This is an optimization exercise on Yosys and OpenROAD, whose aim is small area, not a production implementation.
Function not checked in this run: the RTL went through the layout flow alone.
No activity file was given, so power comes from the tool's default toggle rates.

`config.mk`:
```
export PLATFORM = sky130hd
export DESIGN_NAME = magnitude_wrapper
export DESIGN_NICKNAME = magnitude_wrapper
export VERILOG_FILES = /design/flow/design.v
export SDC_FILE = /design/flow/constraint.sdc
export NUM_CORES = 4
export LEC_CHECK = 0
export CAP_MARGIN = 20
export CORE_MARGIN = 2
export CORE_UTILIZATION = 40
export SLEW_MARGIN = 20
export SYNTH_HIERARCHICAL = 1
export SYNTH_MINIMUM_KEEP_SIZE = 0
```
`standard.sh`:
```
#!/bin/bash
# synth_recipe.tcl (not shown) runs the flow's synth.tcl, then flattens the netlist and writes it again
# the make line also repeats each setting of config.mk as NAME=value (left out here)
make -C /OpenROAD-flow-scripts/flow DESIGN_CONFIG=/design/flow/config.mk WORK_HOME=/design/flow/orfs CLKGATE_MAP_FILE= SYNTH_SCRIPT=/design/flow/synth_recipe.tcl "${@:-finish}"
```
`design.v`:
```
module p_fa(input a, input b, input c, output s, output co);
  assign s = a ^ b ^ c;
  assign co = (a & b) | (c & (a ^ b));
endmodule
module p_fac(input a, input b, output s, output co);
  assign s = ~(a ^ b);
  assign co = a | b;
endmodule
module p_ha(input a, input b, output s, output co);
  assign s = a ^ b;
  assign co = a & b;
endmodule
module p_nor2(input a, input b, output y);
  assign y = ~(a | b);
endmodule
module p_or2(input a, input b, output y);
  assign y = a | b;
endmodule
module p_and2(input a, input b, output y);
  assign y = a & b;
endmodule
module p_inv(input a, output y);
  assign y = ~a;
endmodule
module p_xor2(input a, input b, output y);
  assign y = a ^ b;
endmodule
module p_xnor2(input a, input b, output y);
  assign y = ~(a ^ b);
endmodule
module p_xor3(input a, input b, input c, output y);
  assign y = a ^ b ^ c;
endmodule
module p_a222oi(input a1, input a2, input b1, input b2, input c1, input c2, output y);
  assign y = ~((a1 & a2) | (b1 & b2) | (c1 & c2));
endmodule
module magnitude_wrapper(
	input aclk,
	input aresetn,
	input s_i_data_valid,
	output reg s_o_data_ready,
	input [31:0] s_i_data,
	output reg m_o_data_valid,
	input m_i_data_ready,
	output [31:0] m_o_data
    );
	reg start, ack;
	reg f2, f3;
	reg [15:0] a_re, a_im;
	reg [31:0] p;         
	reg [31:0] cn;        
	reg pc_14, cnc_14;
	wire tc_14, cvc_14, cdc_14;
	reg pc_20, cnc_20;
	wire tc_20, cvc_20, cdc_20;
	wire acc = s_i_data_valid & ~ack;
	wire [15:0] xn;       
	wire [31:0] t;        
	wire [31:0] cv;       
	wire [31:0] mo;
	wire [31:0] cd;
	wire sel_re = f2;
	wire f1 = start & ~ack;
	wire sel_im = f1 | f3;
	wire sel_pin = ~ack & ~start;
	wire pm = f1 | (ack & ~f2);
	wire ld_t = m_i_data_ready & f3;
	wire ld_p = m_i_data_ready & ~f3;
	wire hold = ~m_i_data_ready;
	p_a222oi um0 (.a1(sel_re), .a2(a_re[0]), .b1(sel_im), .b2(a_im[0]), .c1(sel_pin), .c2(s_i_data[0]), .y(xn[0]));
	p_a222oi um1 (.a1(sel_re), .a2(a_re[1]), .b1(sel_im), .b2(a_im[1]), .c1(sel_pin), .c2(s_i_data[1]), .y(xn[1]));
	p_a222oi um2 (.a1(sel_re), .a2(a_re[2]), .b1(sel_im), .b2(a_im[2]), .c1(sel_pin), .c2(s_i_data[2]), .y(xn[2]));
	p_a222oi um3 (.a1(sel_re), .a2(a_re[3]), .b1(sel_im), .b2(a_im[3]), .c1(sel_pin), .c2(s_i_data[3]), .y(xn[3]));
	p_a222oi um4 (.a1(sel_re), .a2(a_re[4]), .b1(sel_im), .b2(a_im[4]), .c1(sel_pin), .c2(s_i_data[4]), .y(xn[4]));
	p_a222oi um5 (.a1(sel_re), .a2(a_re[5]), .b1(sel_im), .b2(a_im[5]), .c1(sel_pin), .c2(s_i_data[5]), .y(xn[5]));
	p_a222oi um6 (.a1(sel_re), .a2(a_re[6]), .b1(sel_im), .b2(a_im[6]), .c1(sel_pin), .c2(s_i_data[6]), .y(xn[6]));
	p_a222oi um7 (.a1(sel_re), .a2(a_re[7]), .b1(sel_im), .b2(a_im[7]), .c1(sel_pin), .c2(s_i_data[7]), .y(xn[7]));
	p_a222oi um8 (.a1(sel_re), .a2(a_re[8]), .b1(sel_im), .b2(a_im[8]), .c1(sel_pin), .c2(s_i_data[8]), .y(xn[8]));
	p_a222oi um9 (.a1(sel_re), .a2(a_re[9]), .b1(sel_im), .b2(a_im[9]), .c1(sel_pin), .c2(s_i_data[9]), .y(xn[9]));
	p_a222oi um10 (.a1(sel_re), .a2(a_re[10]), .b1(sel_im), .b2(a_im[10]), .c1(sel_pin), .c2(s_i_data[10]), .y(xn[10]));
	p_a222oi um11 (.a1(sel_re), .a2(a_re[11]), .b1(sel_im), .b2(a_im[11]), .c1(sel_pin), .c2(s_i_data[11]), .y(xn[11]));
	p_a222oi um12 (.a1(sel_re), .a2(a_re[12]), .b1(sel_im), .b2(a_im[12]), .c1(sel_pin), .c2(s_i_data[12]), .y(xn[12]));
	p_a222oi um13 (.a1(sel_re), .a2(a_re[13]), .b1(sel_im), .b2(a_im[13]), .c1(sel_pin), .c2(s_i_data[13]), .y(xn[13]));
	p_a222oi um14 (.a1(sel_re), .a2(a_re[14]), .b1(sel_im), .b2(a_im[14]), .c1(sel_pin), .c2(s_i_data[14]), .y(xn[14]));
	p_a222oi um15 (.a1(sel_re), .a2(a_re[15]), .b1(sel_im), .b2(a_im[15]), .c1(sel_pin), .c2(s_i_data[15]), .y(xn[15]));
	assign t[0] = s_734;
	assign t[1] = s_737;
	assign t[2] = s_740;
	assign t[3] = s_743;
	assign t[4] = s_746;
	assign t[5] = s_749;
	assign t[6] = s_752;
	assign t[7] = s_755;
	assign t[8] = s_758;
	assign t[9] = s_761;
	assign t[10] = s_764;
	assign t[11] = s_767;
	assign t[12] = s_770;
	assign t[13] = s_773;
	assign t[14] = s_776;
	assign t[15] = s_779;
	assign t[16] = s_782;
	assign t[17] = s_785;
	assign t[18] = s_788;
	assign t[19] = s_791;
	assign t[20] = s_611;
	assign t[21] = s_629;
	assign t[22] = s_647;
	assign t[23] = s_662;
	assign t[24] = s_677;
	assign t[25] = s_689;
	assign t[26] = s_701;
	assign t[27] = s_710;
	assign t[28] = s_719;
	assign t[29] = s_725;
	assign t[30] = s_731;
	assign t[31] = s_798;
	assign tc_14 = c_774;
	assign tc_20 = c_792;
	p_a222oi uc0 (.a1(ld_t), .a2(t[0]), .b1(ld_p), .b2(p[0]), .c1(hold), .c2(cv[0]), .y(cd[0]));
	p_inv ui0 (.a(cn[0]), .y(cv[0]));
	p_a222oi uc1 (.a1(ld_t), .a2(t[1]), .b1(ld_p), .b2(p[1]), .c1(hold), .c2(cv[1]), .y(cd[1]));
	p_inv ui1 (.a(cn[1]), .y(cv[1]));
	p_a222oi uc2 (.a1(ld_t), .a2(t[2]), .b1(ld_p), .b2(p[2]), .c1(hold), .c2(cv[2]), .y(cd[2]));
	p_inv ui2 (.a(cn[2]), .y(cv[2]));
	p_a222oi uc3 (.a1(ld_t), .a2(t[3]), .b1(ld_p), .b2(p[3]), .c1(hold), .c2(cv[3]), .y(cd[3]));
	p_inv ui3 (.a(cn[3]), .y(cv[3]));
	p_a222oi uc4 (.a1(ld_t), .a2(t[4]), .b1(ld_p), .b2(p[4]), .c1(hold), .c2(cv[4]), .y(cd[4]));
	p_inv ui4 (.a(cn[4]), .y(cv[4]));
	p_a222oi uc5 (.a1(ld_t), .a2(t[5]), .b1(ld_p), .b2(p[5]), .c1(hold), .c2(cv[5]), .y(cd[5]));
	p_inv ui5 (.a(cn[5]), .y(cv[5]));
	p_a222oi uc6 (.a1(ld_t), .a2(t[6]), .b1(ld_p), .b2(p[6]), .c1(hold), .c2(cv[6]), .y(cd[6]));
	p_inv ui6 (.a(cn[6]), .y(cv[6]));
	p_a222oi uc7 (.a1(ld_t), .a2(t[7]), .b1(ld_p), .b2(p[7]), .c1(hold), .c2(cv[7]), .y(cd[7]));
	p_inv ui7 (.a(cn[7]), .y(cv[7]));
	p_a222oi uc8 (.a1(ld_t), .a2(t[8]), .b1(ld_p), .b2(p[8]), .c1(hold), .c2(cv[8]), .y(cd[8]));
	p_inv ui8 (.a(cn[8]), .y(cv[8]));
	p_a222oi uc9 (.a1(ld_t), .a2(t[9]), .b1(ld_p), .b2(p[9]), .c1(hold), .c2(cv[9]), .y(cd[9]));
	p_inv ui9 (.a(cn[9]), .y(cv[9]));
	p_a222oi uc10 (.a1(ld_t), .a2(t[10]), .b1(ld_p), .b2(p[10]), .c1(hold), .c2(cv[10]), .y(cd[10]));
	p_inv ui10 (.a(cn[10]), .y(cv[10]));
	p_a222oi uc11 (.a1(ld_t), .a2(t[11]), .b1(ld_p), .b2(p[11]), .c1(hold), .c2(cv[11]), .y(cd[11]));
	p_inv ui11 (.a(cn[11]), .y(cv[11]));
	p_a222oi uc12 (.a1(ld_t), .a2(t[12]), .b1(ld_p), .b2(p[12]), .c1(hold), .c2(cv[12]), .y(cd[12]));
	p_inv ui12 (.a(cn[12]), .y(cv[12]));
	p_a222oi uc13 (.a1(ld_t), .a2(t[13]), .b1(ld_p), .b2(p[13]), .c1(hold), .c2(cv[13]), .y(cd[13]));
	p_inv ui13 (.a(cn[13]), .y(cv[13]));
	p_a222oi uc14 (.a1(ld_t), .a2(t[14]), .b1(ld_p), .b2(p[14]), .c1(hold), .c2(cv[14]), .y(cd[14]));
	p_inv ui14 (.a(cn[14]), .y(cv[14]));
	p_a222oi uc15 (.a1(ld_t), .a2(t[15]), .b1(ld_p), .b2(p[15]), .c1(hold), .c2(cv[15]), .y(cd[15]));
	p_inv ui15 (.a(cn[15]), .y(cv[15]));
	p_a222oi uc16 (.a1(ld_t), .a2(t[16]), .b1(ld_p), .b2(p[16]), .c1(hold), .c2(cv[16]), .y(cd[16]));
	p_inv ui16 (.a(cn[16]), .y(cv[16]));
	p_a222oi uc17 (.a1(ld_t), .a2(t[17]), .b1(ld_p), .b2(p[17]), .c1(hold), .c2(cv[17]), .y(cd[17]));
	p_inv ui17 (.a(cn[17]), .y(cv[17]));
	p_a222oi uc18 (.a1(ld_t), .a2(t[18]), .b1(ld_p), .b2(p[18]), .c1(hold), .c2(cv[18]), .y(cd[18]));
	p_inv ui18 (.a(cn[18]), .y(cv[18]));
	p_a222oi uc19 (.a1(ld_t), .a2(t[19]), .b1(ld_p), .b2(p[19]), .c1(hold), .c2(cv[19]), .y(cd[19]));
	p_inv ui19 (.a(cn[19]), .y(cv[19]));
	p_a222oi uc20 (.a1(ld_t), .a2(t[20]), .b1(ld_p), .b2(p[20]), .c1(hold), .c2(cv[20]), .y(cd[20]));
	p_inv ui20 (.a(cn[20]), .y(cv[20]));
	p_a222oi uc21 (.a1(ld_t), .a2(t[21]), .b1(ld_p), .b2(p[21]), .c1(hold), .c2(cv[21]), .y(cd[21]));
	p_inv ui21 (.a(cn[21]), .y(cv[21]));
	p_a222oi uc22 (.a1(ld_t), .a2(t[22]), .b1(ld_p), .b2(p[22]), .c1(hold), .c2(cv[22]), .y(cd[22]));
	p_inv ui22 (.a(cn[22]), .y(cv[22]));
	p_a222oi uc23 (.a1(ld_t), .a2(t[23]), .b1(ld_p), .b2(p[23]), .c1(hold), .c2(cv[23]), .y(cd[23]));
	p_inv ui23 (.a(cn[23]), .y(cv[23]));
	p_a222oi uc24 (.a1(ld_t), .a2(t[24]), .b1(ld_p), .b2(p[24]), .c1(hold), .c2(cv[24]), .y(cd[24]));
	p_inv ui24 (.a(cn[24]), .y(cv[24]));
	p_a222oi uc25 (.a1(ld_t), .a2(t[25]), .b1(ld_p), .b2(p[25]), .c1(hold), .c2(cv[25]), .y(cd[25]));
	p_inv ui25 (.a(cn[25]), .y(cv[25]));
	p_a222oi uc26 (.a1(ld_t), .a2(t[26]), .b1(ld_p), .b2(p[26]), .c1(hold), .c2(cv[26]), .y(cd[26]));
	p_inv ui26 (.a(cn[26]), .y(cv[26]));
	p_a222oi uc27 (.a1(ld_t), .a2(t[27]), .b1(ld_p), .b2(p[27]), .c1(hold), .c2(cv[27]), .y(cd[27]));
	p_inv ui27 (.a(cn[27]), .y(cv[27]));
	p_a222oi uc28 (.a1(ld_t), .a2(t[28]), .b1(ld_p), .b2(p[28]), .c1(hold), .c2(cv[28]), .y(cd[28]));
	p_inv ui28 (.a(cn[28]), .y(cv[28]));
	p_a222oi uc29 (.a1(ld_t), .a2(t[29]), .b1(ld_p), .b2(p[29]), .c1(hold), .c2(cv[29]), .y(cd[29]));
	p_inv ui29 (.a(cn[29]), .y(cv[29]));
	p_a222oi uc30 (.a1(ld_t), .a2(t[30]), .b1(ld_p), .b2(p[30]), .c1(hold), .c2(cv[30]), .y(cd[30]));
	p_inv ui30 (.a(cn[30]), .y(cv[30]));
	p_a222oi uc31 (.a1(ld_t), .a2(t[31]), .b1(ld_p), .b2(p[31]), .c1(hold), .c2(cv[31]), .y(cd[31]));
	p_inv ui31 (.a(cn[31]), .y(cv[31]));
	p_a222oi ucc14 (.a1(ld_t), .a2(tc_14), .b1(ld_p), .b2(pc_14), .c1(hold), .c2(cvc_14), .y(cdc_14));
	p_inv uic14 (.a(cnc_14), .y(cvc_14));
	p_a222oi ucc20 (.a1(ld_t), .a2(tc_20), .b1(ld_p), .b2(pc_20), .c1(hold), .c2(cvc_20), .y(cdc_20));
	p_inv uic20 (.a(cnc_20), .y(cvc_20));
	assign mo[0] = cv[0];
	assign mo[1] = cv[1];
	assign mo[2] = cv[2];
	assign mo[3] = cv[3];
	assign mo[4] = cv[4];
	assign mo[5] = cv[5];
	assign mo[6] = cv[6];
	assign mo[7] = cv[7];
	assign mo[8] = cv[8];
	assign mo[9] = cv[9];
	assign mo[10] = cv[10];
	assign mo[11] = cv[11];
	assign mo[12] = cv[12];
	assign mo[13] = cv[13];
	assign m_o_data = mo;
	wire dg_1;
	wire pp_3;
	wire pp_5;
	wire pp_7;
	wire pp_9;
	wire pp_11;
	wire pp_13;
	wire pp_15;
	wire pp_17;
	wire pp_19;
	wire pp_21;
	wire pp_23;
	wire pp_25;
	wire pp_27;
	wire pp_29;
	wire pp_31;
	wire dg_33;
	wire pp_35;
	wire pp_37;
	wire pp_39;
	wire pp_41;
	wire pp_43;
	wire pp_45;
	wire pp_47;
	wire pp_49;
	wire pp_51;
	wire pp_53;
	wire pp_55;
	wire pp_57;
	wire pp_59;
	wire pp_61;
	wire dg_63;
	wire pp_65;
	wire pp_67;
	wire pp_69;
	wire pp_71;
	wire pp_73;
	wire pp_75;
	wire pp_77;
	wire pp_79;
	wire pp_81;
	wire pp_83;
	wire pp_85;
	wire pp_87;
	wire pp_89;
	wire dg_91;
	wire pp_93;
	wire pp_95;
	wire pp_97;
	wire pp_99;
	wire pp_101;
	wire pp_103;
	wire pp_105;
	wire pp_107;
	wire pp_109;
	wire pp_111;
	wire pp_113;
	wire pp_115;
	wire dg_117;
	wire pp_119;
	wire pp_121;
	wire pp_123;
	wire pp_125;
	wire pp_127;
	wire pp_129;
	wire pp_131;
	wire pp_133;
	wire pp_135;
	wire pp_137;
	wire pp_139;
	wire dg_141;
	wire pp_143;
	wire pp_145;
	wire pp_147;
	wire pp_149;
	wire pp_151;
	wire pp_153;
	wire pp_155;
	wire pp_157;
	wire pp_159;
	wire pp_161;
	wire dg_163;
	wire pp_165;
	wire pp_167;
	wire pp_169;
	wire pp_171;
	wire pp_173;
	wire pp_175;
	wire pp_177;
	wire pp_179;
	wire pp_181;
	wire dg_183;
	wire pp_185;
	wire pp_187;
	wire pp_189;
	wire pp_191;
	wire pp_193;
	wire pp_195;
	wire pp_197;
	wire pp_199;
	wire dg_201;
	wire pp_203;
	wire pp_205;
	wire pp_207;
	wire pp_209;
	wire pp_211;
	wire pp_213;
	wire pp_215;
	wire dg_217;
	wire pp_219;
	wire pp_221;
	wire pp_223;
	wire pp_225;
	wire pp_227;
	wire pp_229;
	wire dg_231;
	wire pp_233;
	wire pp_235;
	wire pp_237;
	wire pp_239;
	wire pp_241;
	wire dg_243;
	wire pp_245;
	wire pp_247;
	wire pp_249;
	wire pp_251;
	wire dg_253;
	wire pp_255;
	wire pp_257;
	wire pp_259;
	wire dg_261;
	wire pp_263;
	wire pp_265;
	wire dg_267;
	wire pp_269;
	wire dg_271;
	wire pm_273;
	wire pm_275;
	wire pm_277;
	wire pm_279;
	wire pm_281;
	wire pm_283;
	wire pm_285;
	wire pm_287;
	wire pm_289;
	wire pm_291;
	wire pm_293;
	wire pm_295;
	wire pm_297;
	wire pm_299;
	wire pm_301;
	wire pm_303;
	wire pm_305;
	wire pm_307;
	wire pm_309;
	wire pm_311;
	wire pm_313;
	wire pm_315;
	wire pm_317;
	wire pm_319;
	wire pm_321;
	wire pm_323;
	wire pm_325;
	wire pm_327;
	wire pm_329;
	wire pm_331;
	wire pm_333;
	wire pm_335;
	wire pmc_337;
	wire pmc_339;
	wire s_341;
	wire c_342;
	wire s_344;
	wire c_345;
	wire s_347;
	wire c_348;
	wire s_350;
	wire c_351;
	wire s_353;
	wire c_354;
	wire s_356;
	wire c_357;
	wire s_359;
	wire c_360;
	wire s_362;
	wire c_363;
	wire s_365;
	wire c_366;
	wire s_368;
	wire c_369;
	wire s_371;
	wire c_372;
	wire s_374;
	wire c_375;
	wire s_377;
	wire c_378;
	wire s_380;
	wire c_381;
	wire s_383;
	wire c_384;
	wire s_386;
	wire c_387;
	wire s_389;
	wire c_390;
	wire s_392;
	wire c_393;
	wire s_395;
	wire c_396;
	wire s_398;
	wire c_399;
	wire s_401;
	wire c_402;
	wire s_404;
	wire c_405;
	wire s_407;
	wire c_408;
	wire s_410;
	wire c_411;
	wire s_413;
	wire c_414;
	wire s_416;
	wire c_417;
	wire s_419;
	wire c_420;
	wire s_422;
	wire c_423;
	wire s_425;
	wire c_426;
	wire s_428;
	wire c_429;
	wire s_431;
	wire c_432;
	wire s_434;
	wire c_435;
	wire s_437;
	wire c_438;
	wire s_440;
	wire c_441;
	wire s_443;
	wire c_444;
	wire s_446;
	wire c_447;
	wire s_449;
	wire c_450;
	wire s_452;
	wire c_453;
	wire s_455;
	wire c_456;
	wire s_458;
	wire c_459;
	wire s_461;
	wire c_462;
	wire s_464;
	wire c_465;
	wire s_467;
	wire c_468;
	wire s_470;
	wire c_471;
	wire s_473;
	wire c_474;
	wire s_476;
	wire c_477;
	wire s_479;
	wire c_480;
	wire s_482;
	wire c_483;
	wire s_485;
	wire c_486;
	wire s_488;
	wire c_489;
	wire s_491;
	wire c_492;
	wire s_494;
	wire c_495;
	wire s_497;
	wire c_498;
	wire s_500;
	wire c_501;
	wire s_503;
	wire c_504;
	wire s_506;
	wire c_507;
	wire s_509;
	wire c_510;
	wire s_512;
	wire c_513;
	wire s_515;
	wire c_516;
	wire s_518;
	wire c_519;
	wire s_521;
	wire c_522;
	wire s_524;
	wire c_525;
	wire s_527;
	wire c_528;
	wire s_530;
	wire c_531;
	wire s_533;
	wire c_534;
	wire s_536;
	wire c_537;
	wire s_539;
	wire c_540;
	wire s_542;
	wire c_543;
	wire s_545;
	wire c_546;
	wire s_548;
	wire c_549;
	wire s_551;
	wire c_552;
	wire s_554;
	wire c_555;
	wire s_557;
	wire c_558;
	wire s_560;
	wire c_561;
	wire s_563;
	wire c_564;
	wire s_566;
	wire c_567;
	wire s_569;
	wire c_570;
	wire s_572;
	wire c_573;
	wire s_575;
	wire c_576;
	wire s_578;
	wire c_579;
	wire s_581;
	wire c_582;
	wire s_584;
	wire c_585;
	wire s_587;
	wire c_588;
	wire s_590;
	wire c_591;
	wire s_593;
	wire c_594;
	wire s_596;
	wire c_597;
	wire s_599;
	wire c_600;
	wire s_602;
	wire c_603;
	wire s_605;
	wire c_606;
	wire s_608;
	wire c_609;
	wire s_611;
	wire c_612;
	wire s_614;
	wire c_615;
	wire s_617;
	wire c_618;
	wire s_620;
	wire c_621;
	wire s_623;
	wire c_624;
	wire s_626;
	wire c_627;
	wire s_629;
	wire c_630;
	wire s_632;
	wire c_633;
	wire s_635;
	wire c_636;
	wire s_638;
	wire c_639;
	wire s_641;
	wire c_642;
	wire s_644;
	wire c_645;
	wire s_647;
	wire c_648;
	wire s_650;
	wire c_651;
	wire s_653;
	wire c_654;
	wire s_656;
	wire c_657;
	wire s_659;
	wire c_660;
	wire s_662;
	wire c_663;
	wire s_665;
	wire c_666;
	wire s_668;
	wire c_669;
	wire s_671;
	wire c_672;
	wire s_674;
	wire c_675;
	wire s_677;
	wire c_678;
	wire s_680;
	wire c_681;
	wire s_683;
	wire c_684;
	wire s_686;
	wire c_687;
	wire s_689;
	wire c_690;
	wire s_692;
	wire c_693;
	wire s_695;
	wire c_696;
	wire s_698;
	wire c_699;
	wire s_701;
	wire c_702;
	wire s_704;
	wire c_705;
	wire s_707;
	wire c_708;
	wire s_710;
	wire c_711;
	wire s_713;
	wire c_714;
	wire s_716;
	wire c_717;
	wire s_719;
	wire c_720;
	wire s_722;
	wire c_723;
	wire s_725;
	wire c_726;
	wire s_728;
	wire c_729;
	wire s_731;
	wire c_732;
	wire s_734;
	wire c_735;
	wire s_737;
	wire c_738;
	wire s_740;
	wire c_741;
	wire s_743;
	wire c_744;
	wire s_746;
	wire c_747;
	wire s_749;
	wire c_750;
	wire s_752;
	wire c_753;
	wire s_755;
	wire c_756;
	wire s_758;
	wire c_759;
	wire s_761;
	wire c_762;
	wire s_764;
	wire c_765;
	wire s_767;
	wire c_768;
	wire s_770;
	wire c_771;
	wire s_773;
	wire c_774;
	wire s_776;
	wire c_777;
	wire s_779;
	wire c_780;
	wire s_782;
	wire c_783;
	wire s_785;
	wire c_786;
	wire s_788;
	wire c_789;
	wire s_791;
	wire c_792;
	wire s_794;
	wire s_796;
	wire s_798;
	wire e_800;
	wire e_802;
	wire e_804;
	wire e_806;
	wire e_808;
	wire e_810;
	wire e_812;
	wire e_814;
	wire e_816;
	wire e_818;
	wire e_820;
	wire e_822;
	wire e_824;
	wire e_826;
	wire e_828;
	wire e_830;
	wire e_832;
  p_inv u2 (.a(xn[0]), .y(dg_1));
  p_nor2 u4 (.a(xn[0]), .b(xn[1]), .y(pp_3));
  p_nor2 u6 (.a(xn[0]), .b(xn[2]), .y(pp_5));
  p_nor2 u8 (.a(xn[0]), .b(xn[3]), .y(pp_7));
  p_nor2 u10 (.a(xn[0]), .b(xn[4]), .y(pp_9));
  p_nor2 u12 (.a(xn[0]), .b(xn[5]), .y(pp_11));
  p_nor2 u14 (.a(xn[0]), .b(xn[6]), .y(pp_13));
  p_nor2 u16 (.a(xn[0]), .b(xn[7]), .y(pp_15));
  p_nor2 u18 (.a(xn[0]), .b(xn[8]), .y(pp_17));
  p_nor2 u20 (.a(xn[0]), .b(xn[9]), .y(pp_19));
  p_nor2 u22 (.a(xn[0]), .b(xn[10]), .y(pp_21));
  p_nor2 u24 (.a(xn[0]), .b(xn[11]), .y(pp_23));
  p_nor2 u26 (.a(xn[0]), .b(xn[12]), .y(pp_25));
  p_nor2 u28 (.a(xn[0]), .b(xn[13]), .y(pp_27));
  p_nor2 u30 (.a(xn[0]), .b(xn[14]), .y(pp_29));
  p_or2 u32 (.a(xn[0]), .b(xn[15]), .y(pp_31));
  p_inv u34 (.a(xn[1]), .y(dg_33));
  p_nor2 u36 (.a(xn[1]), .b(xn[2]), .y(pp_35));
  p_nor2 u38 (.a(xn[1]), .b(xn[3]), .y(pp_37));
  p_nor2 u40 (.a(xn[1]), .b(xn[4]), .y(pp_39));
  p_nor2 u42 (.a(xn[1]), .b(xn[5]), .y(pp_41));
  p_nor2 u44 (.a(xn[1]), .b(xn[6]), .y(pp_43));
  p_nor2 u46 (.a(xn[1]), .b(xn[7]), .y(pp_45));
  p_nor2 u48 (.a(xn[1]), .b(xn[8]), .y(pp_47));
  p_nor2 u50 (.a(xn[1]), .b(xn[9]), .y(pp_49));
  p_nor2 u52 (.a(xn[1]), .b(xn[10]), .y(pp_51));
  p_nor2 u54 (.a(xn[1]), .b(xn[11]), .y(pp_53));
  p_nor2 u56 (.a(xn[1]), .b(xn[12]), .y(pp_55));
  p_nor2 u58 (.a(xn[1]), .b(xn[13]), .y(pp_57));
  p_nor2 u60 (.a(xn[1]), .b(xn[14]), .y(pp_59));
  p_or2 u62 (.a(xn[1]), .b(xn[15]), .y(pp_61));
  p_inv u64 (.a(xn[2]), .y(dg_63));
  p_nor2 u66 (.a(xn[2]), .b(xn[3]), .y(pp_65));
  p_nor2 u68 (.a(xn[2]), .b(xn[4]), .y(pp_67));
  p_nor2 u70 (.a(xn[2]), .b(xn[5]), .y(pp_69));
  p_nor2 u72 (.a(xn[2]), .b(xn[6]), .y(pp_71));
  p_nor2 u74 (.a(xn[2]), .b(xn[7]), .y(pp_73));
  p_nor2 u76 (.a(xn[2]), .b(xn[8]), .y(pp_75));
  p_nor2 u78 (.a(xn[2]), .b(xn[9]), .y(pp_77));
  p_nor2 u80 (.a(xn[2]), .b(xn[10]), .y(pp_79));
  p_nor2 u82 (.a(xn[2]), .b(xn[11]), .y(pp_81));
  p_nor2 u84 (.a(xn[2]), .b(xn[12]), .y(pp_83));
  p_nor2 u86 (.a(xn[2]), .b(xn[13]), .y(pp_85));
  p_nor2 u88 (.a(xn[2]), .b(xn[14]), .y(pp_87));
  p_or2 u90 (.a(xn[2]), .b(xn[15]), .y(pp_89));
  p_inv u92 (.a(xn[3]), .y(dg_91));
  p_nor2 u94 (.a(xn[3]), .b(xn[4]), .y(pp_93));
  p_nor2 u96 (.a(xn[3]), .b(xn[5]), .y(pp_95));
  p_nor2 u98 (.a(xn[3]), .b(xn[6]), .y(pp_97));
  p_nor2 u100 (.a(xn[3]), .b(xn[7]), .y(pp_99));
  p_nor2 u102 (.a(xn[3]), .b(xn[8]), .y(pp_101));
  p_nor2 u104 (.a(xn[3]), .b(xn[9]), .y(pp_103));
  p_nor2 u106 (.a(xn[3]), .b(xn[10]), .y(pp_105));
  p_nor2 u108 (.a(xn[3]), .b(xn[11]), .y(pp_107));
  p_nor2 u110 (.a(xn[3]), .b(xn[12]), .y(pp_109));
  p_nor2 u112 (.a(xn[3]), .b(xn[13]), .y(pp_111));
  p_nor2 u114 (.a(xn[3]), .b(xn[14]), .y(pp_113));
  p_or2 u116 (.a(xn[3]), .b(xn[15]), .y(pp_115));
  p_inv u118 (.a(xn[4]), .y(dg_117));
  p_nor2 u120 (.a(xn[4]), .b(xn[5]), .y(pp_119));
  p_nor2 u122 (.a(xn[4]), .b(xn[6]), .y(pp_121));
  p_nor2 u124 (.a(xn[4]), .b(xn[7]), .y(pp_123));
  p_nor2 u126 (.a(xn[4]), .b(xn[8]), .y(pp_125));
  p_nor2 u128 (.a(xn[4]), .b(xn[9]), .y(pp_127));
  p_nor2 u130 (.a(xn[4]), .b(xn[10]), .y(pp_129));
  p_nor2 u132 (.a(xn[4]), .b(xn[11]), .y(pp_131));
  p_nor2 u134 (.a(xn[4]), .b(xn[12]), .y(pp_133));
  p_nor2 u136 (.a(xn[4]), .b(xn[13]), .y(pp_135));
  p_nor2 u138 (.a(xn[4]), .b(xn[14]), .y(pp_137));
  p_or2 u140 (.a(xn[4]), .b(xn[15]), .y(pp_139));
  p_inv u142 (.a(xn[5]), .y(dg_141));
  p_nor2 u144 (.a(xn[5]), .b(xn[6]), .y(pp_143));
  p_nor2 u146 (.a(xn[5]), .b(xn[7]), .y(pp_145));
  p_nor2 u148 (.a(xn[5]), .b(xn[8]), .y(pp_147));
  p_nor2 u150 (.a(xn[5]), .b(xn[9]), .y(pp_149));
  p_nor2 u152 (.a(xn[5]), .b(xn[10]), .y(pp_151));
  p_nor2 u154 (.a(xn[5]), .b(xn[11]), .y(pp_153));
  p_nor2 u156 (.a(xn[5]), .b(xn[12]), .y(pp_155));
  p_nor2 u158 (.a(xn[5]), .b(xn[13]), .y(pp_157));
  p_nor2 u160 (.a(xn[5]), .b(xn[14]), .y(pp_159));
  p_or2 u162 (.a(xn[5]), .b(xn[15]), .y(pp_161));
  p_inv u164 (.a(xn[6]), .y(dg_163));
  p_nor2 u166 (.a(xn[6]), .b(xn[7]), .y(pp_165));
  p_nor2 u168 (.a(xn[6]), .b(xn[8]), .y(pp_167));
  p_nor2 u170 (.a(xn[6]), .b(xn[9]), .y(pp_169));
  p_nor2 u172 (.a(xn[6]), .b(xn[10]), .y(pp_171));
  p_nor2 u174 (.a(xn[6]), .b(xn[11]), .y(pp_173));
  p_nor2 u176 (.a(xn[6]), .b(xn[12]), .y(pp_175));
  p_nor2 u178 (.a(xn[6]), .b(xn[13]), .y(pp_177));
  p_nor2 u180 (.a(xn[6]), .b(xn[14]), .y(pp_179));
  p_or2 u182 (.a(xn[6]), .b(xn[15]), .y(pp_181));
  p_inv u184 (.a(xn[7]), .y(dg_183));
  p_nor2 u186 (.a(xn[7]), .b(xn[8]), .y(pp_185));
  p_nor2 u188 (.a(xn[7]), .b(xn[9]), .y(pp_187));
  p_nor2 u190 (.a(xn[7]), .b(xn[10]), .y(pp_189));
  p_nor2 u192 (.a(xn[7]), .b(xn[11]), .y(pp_191));
  p_nor2 u194 (.a(xn[7]), .b(xn[12]), .y(pp_193));
  p_nor2 u196 (.a(xn[7]), .b(xn[13]), .y(pp_195));
  p_nor2 u198 (.a(xn[7]), .b(xn[14]), .y(pp_197));
  p_or2 u200 (.a(xn[7]), .b(xn[15]), .y(pp_199));
  p_inv u202 (.a(xn[8]), .y(dg_201));
  p_nor2 u204 (.a(xn[8]), .b(xn[9]), .y(pp_203));
  p_nor2 u206 (.a(xn[8]), .b(xn[10]), .y(pp_205));
  p_nor2 u208 (.a(xn[8]), .b(xn[11]), .y(pp_207));
  p_nor2 u210 (.a(xn[8]), .b(xn[12]), .y(pp_209));
  p_nor2 u212 (.a(xn[8]), .b(xn[13]), .y(pp_211));
  p_nor2 u214 (.a(xn[8]), .b(xn[14]), .y(pp_213));
  p_or2 u216 (.a(xn[8]), .b(xn[15]), .y(pp_215));
  p_inv u218 (.a(xn[9]), .y(dg_217));
  p_nor2 u220 (.a(xn[9]), .b(xn[10]), .y(pp_219));
  p_nor2 u222 (.a(xn[9]), .b(xn[11]), .y(pp_221));
  p_nor2 u224 (.a(xn[9]), .b(xn[12]), .y(pp_223));
  p_nor2 u226 (.a(xn[9]), .b(xn[13]), .y(pp_225));
  p_nor2 u228 (.a(xn[9]), .b(xn[14]), .y(pp_227));
  p_or2 u230 (.a(xn[9]), .b(xn[15]), .y(pp_229));
  p_inv u232 (.a(xn[10]), .y(dg_231));
  p_nor2 u234 (.a(xn[10]), .b(xn[11]), .y(pp_233));
  p_nor2 u236 (.a(xn[10]), .b(xn[12]), .y(pp_235));
  p_nor2 u238 (.a(xn[10]), .b(xn[13]), .y(pp_237));
  p_nor2 u240 (.a(xn[10]), .b(xn[14]), .y(pp_239));
  p_or2 u242 (.a(xn[10]), .b(xn[15]), .y(pp_241));
  p_inv u244 (.a(xn[11]), .y(dg_243));
  p_nor2 u246 (.a(xn[11]), .b(xn[12]), .y(pp_245));
  p_nor2 u248 (.a(xn[11]), .b(xn[13]), .y(pp_247));
  p_nor2 u250 (.a(xn[11]), .b(xn[14]), .y(pp_249));
  p_or2 u252 (.a(xn[11]), .b(xn[15]), .y(pp_251));
  p_inv u254 (.a(xn[12]), .y(dg_253));
  p_nor2 u256 (.a(xn[12]), .b(xn[13]), .y(pp_255));
  p_nor2 u258 (.a(xn[12]), .b(xn[14]), .y(pp_257));
  p_or2 u260 (.a(xn[12]), .b(xn[15]), .y(pp_259));
  p_inv u262 (.a(xn[13]), .y(dg_261));
  p_nor2 u264 (.a(xn[13]), .b(xn[14]), .y(pp_263));
  p_or2 u266 (.a(xn[13]), .b(xn[15]), .y(pp_265));
  p_inv u268 (.a(xn[14]), .y(dg_267));
  p_or2 u270 (.a(xn[14]), .b(xn[15]), .y(pp_269));
  p_inv u272 (.a(xn[15]), .y(dg_271));
  p_and2 u274 (.a(p[0]), .b(pm), .y(pm_273));
  p_and2 u276 (.a(p[1]), .b(pm), .y(pm_275));
  p_and2 u278 (.a(p[2]), .b(pm), .y(pm_277));
  p_and2 u280 (.a(p[3]), .b(pm), .y(pm_279));
  p_and2 u282 (.a(p[4]), .b(pm), .y(pm_281));
  p_and2 u284 (.a(p[5]), .b(pm), .y(pm_283));
  p_and2 u286 (.a(p[6]), .b(pm), .y(pm_285));
  p_and2 u288 (.a(p[7]), .b(pm), .y(pm_287));
  p_and2 u290 (.a(p[8]), .b(pm), .y(pm_289));
  p_and2 u292 (.a(p[9]), .b(pm), .y(pm_291));
  p_and2 u294 (.a(p[10]), .b(pm), .y(pm_293));
  p_and2 u296 (.a(p[11]), .b(pm), .y(pm_295));
  p_and2 u298 (.a(p[12]), .b(pm), .y(pm_297));
  p_and2 u300 (.a(p[13]), .b(pm), .y(pm_299));
  p_and2 u302 (.a(p[14]), .b(pm), .y(pm_301));
  p_and2 u304 (.a(p[15]), .b(pm), .y(pm_303));
  p_and2 u306 (.a(p[16]), .b(pm), .y(pm_305));
  p_and2 u308 (.a(p[17]), .b(pm), .y(pm_307));
  p_and2 u310 (.a(p[18]), .b(pm), .y(pm_309));
  p_and2 u312 (.a(p[19]), .b(pm), .y(pm_311));
  p_and2 u314 (.a(p[20]), .b(pm), .y(pm_313));
  p_and2 u316 (.a(p[21]), .b(pm), .y(pm_315));
  p_and2 u318 (.a(p[22]), .b(pm), .y(pm_317));
  p_and2 u320 (.a(p[23]), .b(pm), .y(pm_319));
  p_and2 u322 (.a(p[24]), .b(pm), .y(pm_321));
  p_and2 u324 (.a(p[25]), .b(pm), .y(pm_323));
  p_and2 u326 (.a(p[26]), .b(pm), .y(pm_325));
  p_and2 u328 (.a(p[27]), .b(pm), .y(pm_327));
  p_and2 u330 (.a(p[28]), .b(pm), .y(pm_329));
  p_and2 u332 (.a(p[29]), .b(pm), .y(pm_331));
  p_and2 u334 (.a(p[30]), .b(pm), .y(pm_333));
  p_and2 u336 (.a(p[31]), .b(pm), .y(pm_335));
  p_and2 u338 (.a(pc_14), .b(pm), .y(pmc_337));
  p_and2 u340 (.a(pc_20), .b(pm), .y(pmc_339));
  p_fac u343 (.a(pm_305), .b(dg_201), .s(s_341), .co(c_342));
  p_fa u346 (.a(pm_277), .b(dg_33), .c(pp_3), .s(s_344), .co(c_345));
  p_fa u349 (.a(pm_279), .b(pp_5), .c(c_345), .s(s_347), .co(c_348));
  p_fa u352 (.a(pm_281), .b(dg_63), .c(pp_35), .s(s_350), .co(c_351));
  p_fa u355 (.a(pp_7), .b(s_350), .c(c_348), .s(s_353), .co(c_354));
  p_fa u358 (.a(pm_283), .b(pp_37), .c(pp_9), .s(s_356), .co(c_357));
  p_fa u361 (.a(c_351), .b(s_356), .c(c_354), .s(s_359), .co(c_360));
  p_fa u364 (.a(pm_285), .b(dg_91), .c(pp_11), .s(s_362), .co(c_363));
  p_fa u367 (.a(pp_39), .b(pp_65), .c(c_357), .s(s_365), .co(c_366));
  p_fa u370 (.a(s_362), .b(s_365), .c(c_360), .s(s_368), .co(c_369));
  p_fa u373 (.a(pm_287), .b(pp_13), .c(pp_41), .s(s_371), .co(c_372));
  p_fa u376 (.a(pp_67), .b(c_363), .c(s_371), .s(s_374), .co(c_375));
  p_fa u379 (.a(c_366), .b(s_374), .c(c_369), .s(s_377), .co(c_378));
  p_fa u382 (.a(pm_289), .b(dg_117), .c(pp_15), .s(s_380), .co(c_381));
  p_fa u385 (.a(pp_43), .b(pp_69), .c(pp_93), .s(s_383), .co(c_384));
  p_fa u388 (.a(c_372), .b(s_380), .c(s_383), .s(s_386), .co(c_387));
  p_fa u391 (.a(c_375), .b(s_386), .c(c_378), .s(s_389), .co(c_390));
  p_fa u394 (.a(pm_291), .b(pp_17), .c(pp_45), .s(s_392), .co(c_393));
  p_fa u397 (.a(pp_71), .b(pp_95), .c(c_381), .s(s_395), .co(c_396));
  p_fa u400 (.a(c_384), .b(s_392), .c(s_395), .s(s_398), .co(c_399));
  p_fa u403 (.a(c_387), .b(s_398), .c(c_390), .s(s_401), .co(c_402));
  p_fa u406 (.a(pm_293), .b(dg_141), .c(pp_119), .s(s_404), .co(c_405));
  p_fa u409 (.a(pp_19), .b(pp_47), .c(pp_73), .s(s_407), .co(c_408));
  p_fa u412 (.a(pp_97), .b(c_393), .c(s_404), .s(s_410), .co(c_411));
  p_fa u415 (.a(s_407), .b(c_396), .c(s_410), .s(s_413), .co(c_414));
  p_fa u418 (.a(c_399), .b(s_413), .c(c_402), .s(s_416), .co(c_417));
  p_fa u421 (.a(pm_295), .b(pp_121), .c(pp_21), .s(s_419), .co(c_420));
  p_fa u424 (.a(pp_49), .b(pp_75), .c(pp_99), .s(s_422), .co(c_423));
  p_fa u427 (.a(c_405), .b(c_408), .c(s_419), .s(s_425), .co(c_426));
  p_fa u430 (.a(s_422), .b(c_411), .c(s_425), .s(s_428), .co(c_429));
  p_fa u433 (.a(c_414), .b(s_428), .c(c_417), .s(s_431), .co(c_432));
  p_fa u436 (.a(pm_297), .b(dg_163), .c(pp_101), .s(s_434), .co(c_435));
  p_fa u439 (.a(pp_123), .b(pp_143), .c(pp_23), .s(s_437), .co(c_438));
  p_fa u442 (.a(pp_51), .b(pp_77), .c(c_420), .s(s_440), .co(c_441));
  p_fa u445 (.a(c_423), .b(s_434), .c(s_437), .s(s_443), .co(c_444));
  p_fa u448 (.a(c_426), .b(s_440), .c(s_443), .s(s_446), .co(c_447));
  p_fa u451 (.a(c_429), .b(s_446), .c(c_432), .s(s_449), .co(c_450));
  p_fa u454 (.a(pm_299), .b(pp_103), .c(pp_125), .s(s_452), .co(c_453));
  p_fa u457 (.a(pp_145), .b(pp_25), .c(pp_53), .s(s_455), .co(c_456));
  p_fa u460 (.a(pp_79), .b(c_435), .c(c_438), .s(s_458), .co(c_459));
  p_fa u463 (.a(s_452), .b(s_455), .c(c_441), .s(s_461), .co(c_462));
  p_fa u466 (.a(c_444), .b(s_458), .c(s_461), .s(s_464), .co(c_465));
  p_fa u469 (.a(c_447), .b(s_464), .c(c_450), .s(s_467), .co(c_468));
  p_fa u472 (.a(pm_301), .b(pmc_337), .c(dg_183), .s(s_470), .co(c_471));
  p_fa u475 (.a(pp_105), .b(pp_127), .c(pp_147), .s(s_473), .co(c_474));
  p_fa u478 (.a(pp_165), .b(pp_27), .c(pp_55), .s(s_476), .co(c_477));
  p_fa u481 (.a(pp_81), .b(c_453), .c(s_470), .s(s_479), .co(c_480));
  p_fa u484 (.a(c_456), .b(s_473), .c(s_476), .s(s_482), .co(c_483));
  p_fa u487 (.a(c_459), .b(s_479), .c(s_482), .s(s_485), .co(c_486));
  p_fa u490 (.a(c_462), .b(s_485), .c(c_465), .s(s_488), .co(c_489));
  p_fa u493 (.a(pm_303), .b(pp_107), .c(pp_129), .s(s_491), .co(c_492));
  p_fa u496 (.a(pp_149), .b(pp_167), .c(pp_29), .s(s_494), .co(c_495));
  p_fa u499 (.a(pp_57), .b(pp_83), .c(c_471), .s(s_497), .co(c_498));
  p_fa u502 (.a(c_474), .b(c_477), .c(s_491), .s(s_500), .co(c_501));
  p_fa u505 (.a(s_494), .b(s_497), .c(c_480), .s(s_503), .co(c_504));
  p_fa u508 (.a(c_483), .b(s_500), .c(s_503), .s(s_506), .co(c_507));
  p_fa u511 (.a(c_486), .b(s_506), .c(c_489), .s(s_509), .co(c_510));
  p_fa u514 (.a(pp_109), .b(pp_131), .c(pp_151), .s(s_512), .co(c_513));
  p_fa u517 (.a(pp_169), .b(pp_185), .c(pp_31), .s(s_515), .co(c_516));
  p_fa u520 (.a(pp_59), .b(pp_85), .c(s_341), .s(s_518), .co(c_519));
  p_fa u523 (.a(c_492), .b(c_495), .c(s_512), .s(s_521), .co(c_522));
  p_fa u526 (.a(s_515), .b(c_498), .c(s_518), .s(s_524), .co(c_525));
  p_fa u529 (.a(c_501), .b(s_521), .c(c_504), .s(s_527), .co(c_528));
  p_fa u532 (.a(s_524), .b(c_507), .c(s_527), .s(s_530), .co(c_531));
  p_fa u535 (.a(pm_307), .b(pp_111), .c(pp_133), .s(s_533), .co(c_534));
  p_fa u538 (.a(pp_153), .b(pp_171), .c(pp_187), .s(s_536), .co(c_537));
  p_fa u541 (.a(pp_61), .b(pp_87), .c(c_342), .s(s_539), .co(c_540));
  p_fa u544 (.a(c_513), .b(c_516), .c(s_533), .s(s_542), .co(c_543));
  p_fa u547 (.a(s_536), .b(c_519), .c(s_539), .s(s_545), .co(c_546));
  p_fa u550 (.a(c_522), .b(s_542), .c(c_525), .s(s_548), .co(c_549));
  p_fa u553 (.a(s_545), .b(c_528), .c(s_548), .s(s_551), .co(c_552));
  p_fa u556 (.a(pm_309), .b(dg_217), .c(pp_113), .s(s_554), .co(c_555));
  p_fa u559 (.a(pp_135), .b(pp_155), .c(pp_173), .s(s_557), .co(c_558));
  p_fa u562 (.a(pp_189), .b(pp_203), .c(pp_89), .s(s_560), .co(c_561));
  p_fa u565 (.a(c_534), .b(c_537), .c(s_554), .s(s_563), .co(c_564));
  p_fa u568 (.a(s_557), .b(s_560), .c(c_540), .s(s_566), .co(c_567));
  p_fa u571 (.a(c_543), .b(s_563), .c(c_546), .s(s_569), .co(c_570));
  p_fa u574 (.a(s_566), .b(c_549), .c(s_569), .s(s_572), .co(c_573));
  p_fa u577 (.a(pm_311), .b(pp_115), .c(pp_137), .s(s_575), .co(c_576));
  p_fa u580 (.a(pp_157), .b(pp_175), .c(pp_191), .s(s_578), .co(c_579));
  p_fa u583 (.a(pp_205), .b(c_555), .c(c_558), .s(s_581), .co(c_582));
  p_fa u586 (.a(c_561), .b(s_575), .c(s_578), .s(s_584), .co(c_585));
  p_fa u589 (.a(c_564), .b(s_581), .c(c_567), .s(s_587), .co(c_588));
  p_fa u592 (.a(s_584), .b(c_570), .c(s_587), .s(s_590), .co(c_591));
  p_fa u595 (.a(pm_313), .b(pmc_339), .c(dg_231), .s(s_593), .co(c_594));
  p_fa u598 (.a(pp_139), .b(pp_159), .c(pp_177), .s(s_596), .co(c_597));
  p_fa u601 (.a(pp_193), .b(pp_207), .c(pp_219), .s(s_599), .co(c_600));
  p_fa u604 (.a(c_576), .b(s_593), .c(c_579), .s(s_602), .co(c_603));
  p_fa u607 (.a(s_596), .b(s_599), .c(c_582), .s(s_605), .co(c_606));
  p_fa u610 (.a(c_585), .b(s_602), .c(s_605), .s(s_608), .co(c_609));
  p_fa u613 (.a(c_588), .b(s_608), .c(c_591), .s(s_611), .co(c_612));
  p_fa u616 (.a(pm_315), .b(pp_161), .c(pp_179), .s(s_614), .co(c_615));
  p_fa u619 (.a(pp_195), .b(pp_209), .c(pp_221), .s(s_617), .co(c_618));
  p_fa u622 (.a(c_594), .b(c_597), .c(c_600), .s(s_620), .co(c_621));
  p_fa u625 (.a(s_614), .b(s_617), .c(c_603), .s(s_623), .co(c_624));
  p_fa u628 (.a(s_620), .b(c_606), .c(s_623), .s(s_626), .co(c_627));
  p_fa u631 (.a(c_609), .b(s_626), .c(c_612), .s(s_629), .co(c_630));
  p_fa u634 (.a(pm_317), .b(dg_243), .c(pp_181), .s(s_632), .co(c_633));
  p_fa u637 (.a(pp_197), .b(pp_211), .c(pp_223), .s(s_635), .co(c_636));
  p_fa u640 (.a(pp_233), .b(c_615), .c(c_618), .s(s_638), .co(c_639));
  p_fa u643 (.a(s_632), .b(s_635), .c(c_621), .s(s_641), .co(c_642));
  p_fa u646 (.a(s_638), .b(c_624), .c(s_641), .s(s_644), .co(c_645));
  p_fa u649 (.a(c_627), .b(s_644), .c(c_630), .s(s_647), .co(c_648));
  p_fa u652 (.a(pm_319), .b(pp_199), .c(pp_213), .s(s_650), .co(c_651));
  p_fa u655 (.a(pp_225), .b(pp_235), .c(c_633), .s(s_653), .co(c_654));
  p_fa u658 (.a(c_636), .b(s_650), .c(c_639), .s(s_656), .co(c_657));
  p_fa u661 (.a(s_653), .b(c_642), .c(s_656), .s(s_659), .co(c_660));
  p_fa u664 (.a(c_645), .b(s_659), .c(c_648), .s(s_662), .co(c_663));
  p_fa u667 (.a(pm_321), .b(dg_253), .c(pp_215), .s(s_665), .co(c_666));
  p_fa u670 (.a(pp_227), .b(pp_237), .c(pp_245), .s(s_668), .co(c_669));
  p_fa u673 (.a(c_651), .b(s_665), .c(s_668), .s(s_671), .co(c_672));
  p_fa u676 (.a(c_654), .b(s_671), .c(c_657), .s(s_674), .co(c_675));
  p_fa u679 (.a(c_660), .b(s_674), .c(c_663), .s(s_677), .co(c_678));
  p_fa u682 (.a(pm_323), .b(pp_229), .c(pp_239), .s(s_680), .co(c_681));
  p_fa u685 (.a(pp_247), .b(c_666), .c(c_669), .s(s_683), .co(c_684));
  p_fa u688 (.a(s_680), .b(c_672), .c(s_683), .s(s_686), .co(c_687));
  p_fa u691 (.a(s_686), .b(c_675), .c(c_678), .s(s_689), .co(c_690));
  p_fa u694 (.a(pm_325), .b(dg_261), .c(pp_241), .s(s_692), .co(c_693));
  p_fa u697 (.a(pp_249), .b(pp_255), .c(c_681), .s(s_695), .co(c_696));
  p_fa u700 (.a(s_692), .b(c_684), .c(s_695), .s(s_698), .co(c_699));
  p_fa u703 (.a(c_687), .b(s_698), .c(c_690), .s(s_701), .co(c_702));
  p_fa u706 (.a(pm_327), .b(pp_251), .c(pp_257), .s(s_704), .co(c_705));
  p_fa u709 (.a(c_693), .b(s_704), .c(c_696), .s(s_707), .co(c_708));
  p_fa u712 (.a(c_699), .b(s_707), .c(c_702), .s(s_710), .co(c_711));
  p_fa u715 (.a(pm_329), .b(dg_267), .c(pp_259), .s(s_713), .co(c_714));
  p_fa u718 (.a(pp_263), .b(c_705), .c(s_713), .s(s_716), .co(c_717));
  p_fa u721 (.a(s_716), .b(c_708), .c(c_711), .s(s_719), .co(c_720));
  p_fa u724 (.a(pm_331), .b(pp_265), .c(c_714), .s(s_722), .co(c_723));
  p_fa u727 (.a(c_717), .b(s_722), .c(c_720), .s(s_725), .co(c_726));
  p_fa u730 (.a(pm_333), .b(dg_271), .c(pp_269), .s(s_728), .co(c_729));
  p_fa u733 (.a(s_728), .b(c_723), .c(c_726), .s(s_731), .co(c_732));
  p_ha u736 (.a(pm_273), .b(dg_1), .s(s_734), .co(c_735));
  p_ha u739 (.a(pm_275), .b(c_735), .s(s_737), .co(c_738));
  p_ha u742 (.a(c_738), .b(s_344), .s(s_740), .co(c_741));
  p_ha u745 (.a(c_741), .b(s_347), .s(s_743), .co(c_744));
  p_ha u748 (.a(c_744), .b(s_353), .s(s_746), .co(c_747));
  p_ha u751 (.a(c_747), .b(s_359), .s(s_749), .co(c_750));
  p_ha u754 (.a(c_750), .b(s_368), .s(s_752), .co(c_753));
  p_ha u757 (.a(c_753), .b(s_377), .s(s_755), .co(c_756));
  p_ha u760 (.a(c_756), .b(s_389), .s(s_758), .co(c_759));
  p_ha u763 (.a(c_759), .b(s_401), .s(s_761), .co(c_762));
  p_ha u766 (.a(c_762), .b(s_416), .s(s_764), .co(c_765));
  p_ha u769 (.a(c_765), .b(s_431), .s(s_767), .co(c_768));
  p_ha u772 (.a(c_768), .b(s_449), .s(s_770), .co(c_771));
  p_ha u775 (.a(c_771), .b(s_467), .s(s_773), .co(c_774));
  p_ha u778 (.a(s_488), .b(c_468), .s(s_776), .co(c_777));
  p_ha u781 (.a(s_509), .b(c_777), .s(s_779), .co(c_780));
  p_fa u784 (.a(s_530), .b(c_510), .c(c_780), .s(s_782), .co(c_783));
  p_fa u787 (.a(s_551), .b(c_531), .c(c_783), .s(s_785), .co(c_786));
  p_fa u790 (.a(s_572), .b(c_552), .c(c_786), .s(s_788), .co(c_789));
  p_fa u793 (.a(c_573), .b(s_590), .c(c_789), .s(s_791), .co(c_792));
  p_xor2 u795 (.a(pm_335), .b(c_729), .y(s_794));
  p_xor2 u797 (.a(s_794), .b(c_732), .y(s_796));
  p_inv u799 (.a(s_796), .y(s_798));
  p_ha u801 (.a(cv[14]), .b(cvc_14), .s(mo[14]), .co(e_800));
  p_ha u803 (.a(cv[15]), .b(e_800), .s(mo[15]), .co(e_802));
  p_ha u805 (.a(cv[16]), .b(e_802), .s(mo[16]), .co(e_804));
  p_ha u807 (.a(cv[17]), .b(e_804), .s(mo[17]), .co(e_806));
  p_ha u809 (.a(cv[18]), .b(e_806), .s(mo[18]), .co(e_808));
  p_ha u811 (.a(cv[19]), .b(e_808), .s(mo[19]), .co(e_810));
  p_fa u813 (.a(cv[20]), .b(cvc_20), .c(e_810), .s(mo[20]), .co(e_812));
  p_ha u815 (.a(cv[21]), .b(e_812), .s(mo[21]), .co(e_814));
  p_ha u817 (.a(cv[22]), .b(e_814), .s(mo[22]), .co(e_816));
  p_ha u819 (.a(cv[23]), .b(e_816), .s(mo[23]), .co(e_818));
  p_ha u821 (.a(cv[24]), .b(e_818), .s(mo[24]), .co(e_820));
  p_ha u823 (.a(cv[25]), .b(e_820), .s(mo[25]), .co(e_822));
  p_ha u825 (.a(cv[26]), .b(e_822), .s(mo[26]), .co(e_824));
  p_ha u827 (.a(cv[27]), .b(e_824), .s(mo[27]), .co(e_826));
  p_ha u829 (.a(cv[28]), .b(e_826), .s(mo[28]), .co(e_828));
  p_ha u831 (.a(cv[29]), .b(e_828), .s(mo[29]), .co(e_830));
  p_ha u833 (.a(cv[30]), .b(e_830), .s(mo[30]), .co(e_832));
  p_xor2 u834 (.a(cv[31]), .b(e_832), .y(mo[31]));
	always @(posedge aclk) begin
		start <= acc | (start & ~ack & aresetn);
		s_o_data_ready <= acc | (s_o_data_ready & aresetn);
		ack <= start;
		f2 <= acc & start;
		f3 <= f2;
		if (m_i_data_ready) m_o_data_valid <= ack;
		else if (!aresetn) m_o_data_valid <= 1'b0;
		a_re <= s_i_data[15:0];
		if (acc) a_im <= s_i_data[31:16];
		p <= t;
		cn <= cd;
		pc_14 <= tc_14;
		cnc_14 <= cdc_14;
		pc_20 <= tc_20;
		cnc_20 <= cdc_20;
	end
endmodule
```
`constraint.sdc`:
```
create_clock -name core_clock -period 10.0 [get_ports {aclk}]
set_input_delay 2.0000 -clock core_clock [delete_from_list [all_inputs] [get_ports {aclk}]]
set_output_delay 2.0000 -clock core_clock [all_outputs]
set_load 0.01 [all_outputs]
```
`flow/run.sh`:
```
#!/bin/bash
# Standard layout, but the port buffers are the smallest plain buffer and
# the clock tree uses smaller buffers without dummy loads.
set -euo pipefail
export BUFFER_PORTS_ARGS="-buffer_cell sky130_fd_sc_hd__buf_1"
export CTS_ARGS="-sink_clustering_enable -repair_clock_nets -dont_use_dummy_load -buf_list sky130_fd_sc_hd__clkbuf_8"
bash standard.sh finish > standard_flow.log 2>&1
```
==> results.py <==
metrics = {
    "run_status": {
        "status": "no timing/DRC/antenna violations",
    },
    "route": {
        "dr_wl_met2_mm": 8.151,
        "wl_met3_um": 896,
        "wl_mm": 15.80,
        "wl_per_cell_um": 17.99,
        "drt_iter0_markers": 361,
        "drt-met1-wl_mm": 6.535,
        "routed.top_layer": "met4",
        "ant_nets": 0,
        "dr.pass1.iters": 8,
        "vias": 4591,
        "route.detailed.drc": 0,
        "avgViaCountPerCell": 5.229,
    },
    "min_path": {
        "holdCritPathClass": "reg2reg",
    },
    "floorplan": {
        "ios": 70,
        "initial_core_util": 0.4072,
        "core-area_um2": 17240,
        "die_area_um2": 18620,
        "die_h_um": 136.5,
        "rows": 48,
        "die_w_um": 136.5,
    },
    "cts": {
        "cts_resized": 0,
        "post_cts_buffers": 0,
        "cts_buffer_depth": 2,
        "numCtsBuffers": 9,
        "insertion_delay_ns": 0.41,
        "clk_pin_slew_ns": 0.10,
        "htreeDepth": 3,
        "cts.sinks": 106,
        "cts_tree": "built",
        "root_buffer": "clkbuf_8",
        "hold_buffers": 0,
    },
    "global_routing": {
        "grt_overflow": 0,
        "grt_pass1_wl_mm": 26.92,
        "grtUsageTotal": 0.1905,
        "antenna_found_initial": 0,
        "grt_max_degree": 37,
        "grt_pass1_vias": 5221,
    },
    "yosys": {
        "ys_warn_count": 7,
        "synthesis.nets": 768,
        "synth_area_leaders": "fa_1, dfxtp_1, edfxtp_1, a222oi_1, ha_1",
        "postSynthAreaPerCell_um2": 12.45,
        "syn-cell-area_um2": 7019,
        "ys_ff_latch": 106,
        "ys_types": 15,
        "synth_top_area_share": 0.3850,
        "synthCells": 564,
        "synth_seq_area_share": 0.3266,
        "yosys.area.top_type": "fa_1",
    },
    "cells_and_area": {
        "drive_gt1_frac": 0.06585,
        "fillers": 1602,
        "fin_nets": 859,
        "syn2layout_area_growth_pct": 11.73,
        "diodes": 0,
    },
    "sta": {
        "worst_slew_pin_slew_ns": 0.9442,
        "maxSlewViolCount": 0,
        "period_share": 0.9327,
        "slew_headroom": 0.3690,
        "setup-tns-final_ns": 0,
        "grt_setup_unrepaired": "false",
        "max_freq_mhz": 107.2,
        "skew_ns": 0.04200,
        "setup_violations": 0,
        "min_period_ns": 9.327,
        "hold_violations": 0,
    },
    "worst_setup_path": {
        "setup.worst_path.end_class": "register",
        "path_class": "in2reg",
        "cp_max_fo": 3,
        "worstPathRequired_ns": 10.28,
        "startpoint_type": "input port",
        "r2r_setup_slack_ns": 1.42,
        "crit_arrival_ns": 9.60,
    },
    "power_and_ir_drop": {
        "p_per_area_nw_per_um2": 378.6,
        "ir_worst_vdd_mv": 0.2504,
        "total_power_mw": 2.969,
        "leakagePower_nw": 3.565,
    },
    "run": {
        "maxCapViolations": 0,
    },
    "place": {
        "gp_congestion": 0.8540,
        "numPortBuffers": 69,
        "hpwl_mm": 11.84,
    },
}
layer usage:
metal | track usage | vias up
met5 | 0 | -
met4 | 0.05613 | 0
met1 | 0.2401 | 2389
met3 | 0.04101 | 14
li1 | - | 2059
met2 | 0.3289 | 129
synthesized netlist by cell type, drive strengths merged:
cell type,instances
a21o,2
a21oi,2
a222oi,50
and2,36
buf,14
dfxtp,89
edfxtp,17
fa,135
ha,33
inv,57
nand2,1
nor2,109
nor2b,1
or2,15
xor2,3
critical path, stage by stage:
cell	delay, ns
buf_1	0.08
a222oi_1	0.46
inv_1	0.14
fa_2	0.41
fa_1	0.40
fa_2	0.36
fa_1	0.41
fa_1	0.40
fa_1	0.42
fa_1	0.40
fa_2	0.35
fa_2	0.35
fa_2	0.35
fa_2	0.35
fa_1	0.39
ha_1	0.20
ha_1	0.20
fa_1	0.38
fa_1	0.39
fa_1	0.39
fa_1	0.47
a222oi_1	0.30
where the power goes:
| part | switching [mW] | total [mW] | internal (mW) | leakage [nW] |
|---|---|---|---|---|
| logic | 1.12 | 2.06 | 0.949 | 2.59 |
| registers | 0.0546 | 0.690 | 0.635 | 0.912 |
| clock network | 0.134 | 0.215 | 0.0811 | 0.0647 |
flip-flops by register name, summed over array words and instances (netlist names), 16 cells and up:
name and cells:
a_re 16, cn 32, a_im 16, p 32
path summary, 6_finish.rpt:
path | startpoint | end | cells after the start
setup / recovery | s_i_data[1] | cn[19] | 22
setup reg to reg | ack | cn[19] | 23
hold reg to reg | start | ack | 0
hold / removal | start | ack | 0
layout by cell type (no fill, tap or decap), types with 2 or more instances in the layout:
cell	instances
inv_1	57
xor2_1	3
buf_4	21
ha_1	33
fa_2	6
fa_1	129
nor2_1	108
buf_12	4
clkbuf_8	9
and2_1	36
or2_1	15
dfxtp_1	89
edfxtp_1	17
buf_1	69
a21o_1	2
a222oi_1	50
modules after synthesis (local to each module, per instance):
module,copies in the design,flops+latches
p_inv,51,0
p_nor2,105,0
p_xor2,3,0
p_fac,1,0
p_and2,34,0
magnitude_wrapper,1,106
p_ha,32,0
p_a222oi,50,0
p_or2,15,0
p_fa,135,0
stage by stage:
stage,util,setup slack (ns),cell area [um2],cells,hold WS (ns)
2_1_floorplan,-,0.03345,7034,564,0.3720
3_3_place_gp,0.4476,0.3996,7715,869,0.3822
3_5_place_dp,0.4476,0.2869,7715,869,0.3874
4_1_cts,0.4548,0.7201,7839,878,0.4022
5_1_grt,0.4550,0.4858,7843,878,0.4189
6_report,0.4550,0.6727,7843,878,0.3999
kinds of logic (layout without fill, tap and decap cells):
group	after synthesis	after routing	share of synthesized area
adder cells (fa/ha/maj)	168	168	0.4439
buffers and inverters	71	160	0.04546
AO/OA/AOI/OAI	54	54	0.07487
AND/OR/NAND/NOR	162	162	0.1055
flip-flops	106	106	0.3266
XOR/XNOR	3	3	0.003744
area by class of cell:
type | instances | area [um2] | share of cell area
multi-input cells | 387 | 4434 | 0.5654
flip-flops and latches | 106 | 2292 | 0.2923
repair buffers | 94 | 496.7 | 0.06334
well taps | 225 | 281.5 | 0.03590
inverters | 57 | 214.0 | 0.02728
clock buffers | 9 | 123.9 | 0.01579

## re-timing with driven ports
In the flow no input, the clock included, has a driving cell. The finished layout below was timed again as built, in two steps. Step 1 sets driving cells, clkbuf_16 on the clock port and buf_2 on the other inputs (assumed; they add their load-dependent delay and slew). Step 2 times the ports against the registers' clock, not the clock port: input delays grow and output delays shrink by t, the midpoint of the rising clock arrivals with the driver on. a / b / c = no drivers / after step 1 / after step 2; a / b = the first two.
shift t [ns]: 0.427
setup slack, ns: 0.673 / 0.683 / 0.256
worst data-port slew with drivers (ns): 0.07
After both steps setup and hold are still met in this run. The setup slack of this run moves by +0.010 ns with the drivers and by -0.417 ns with both steps.
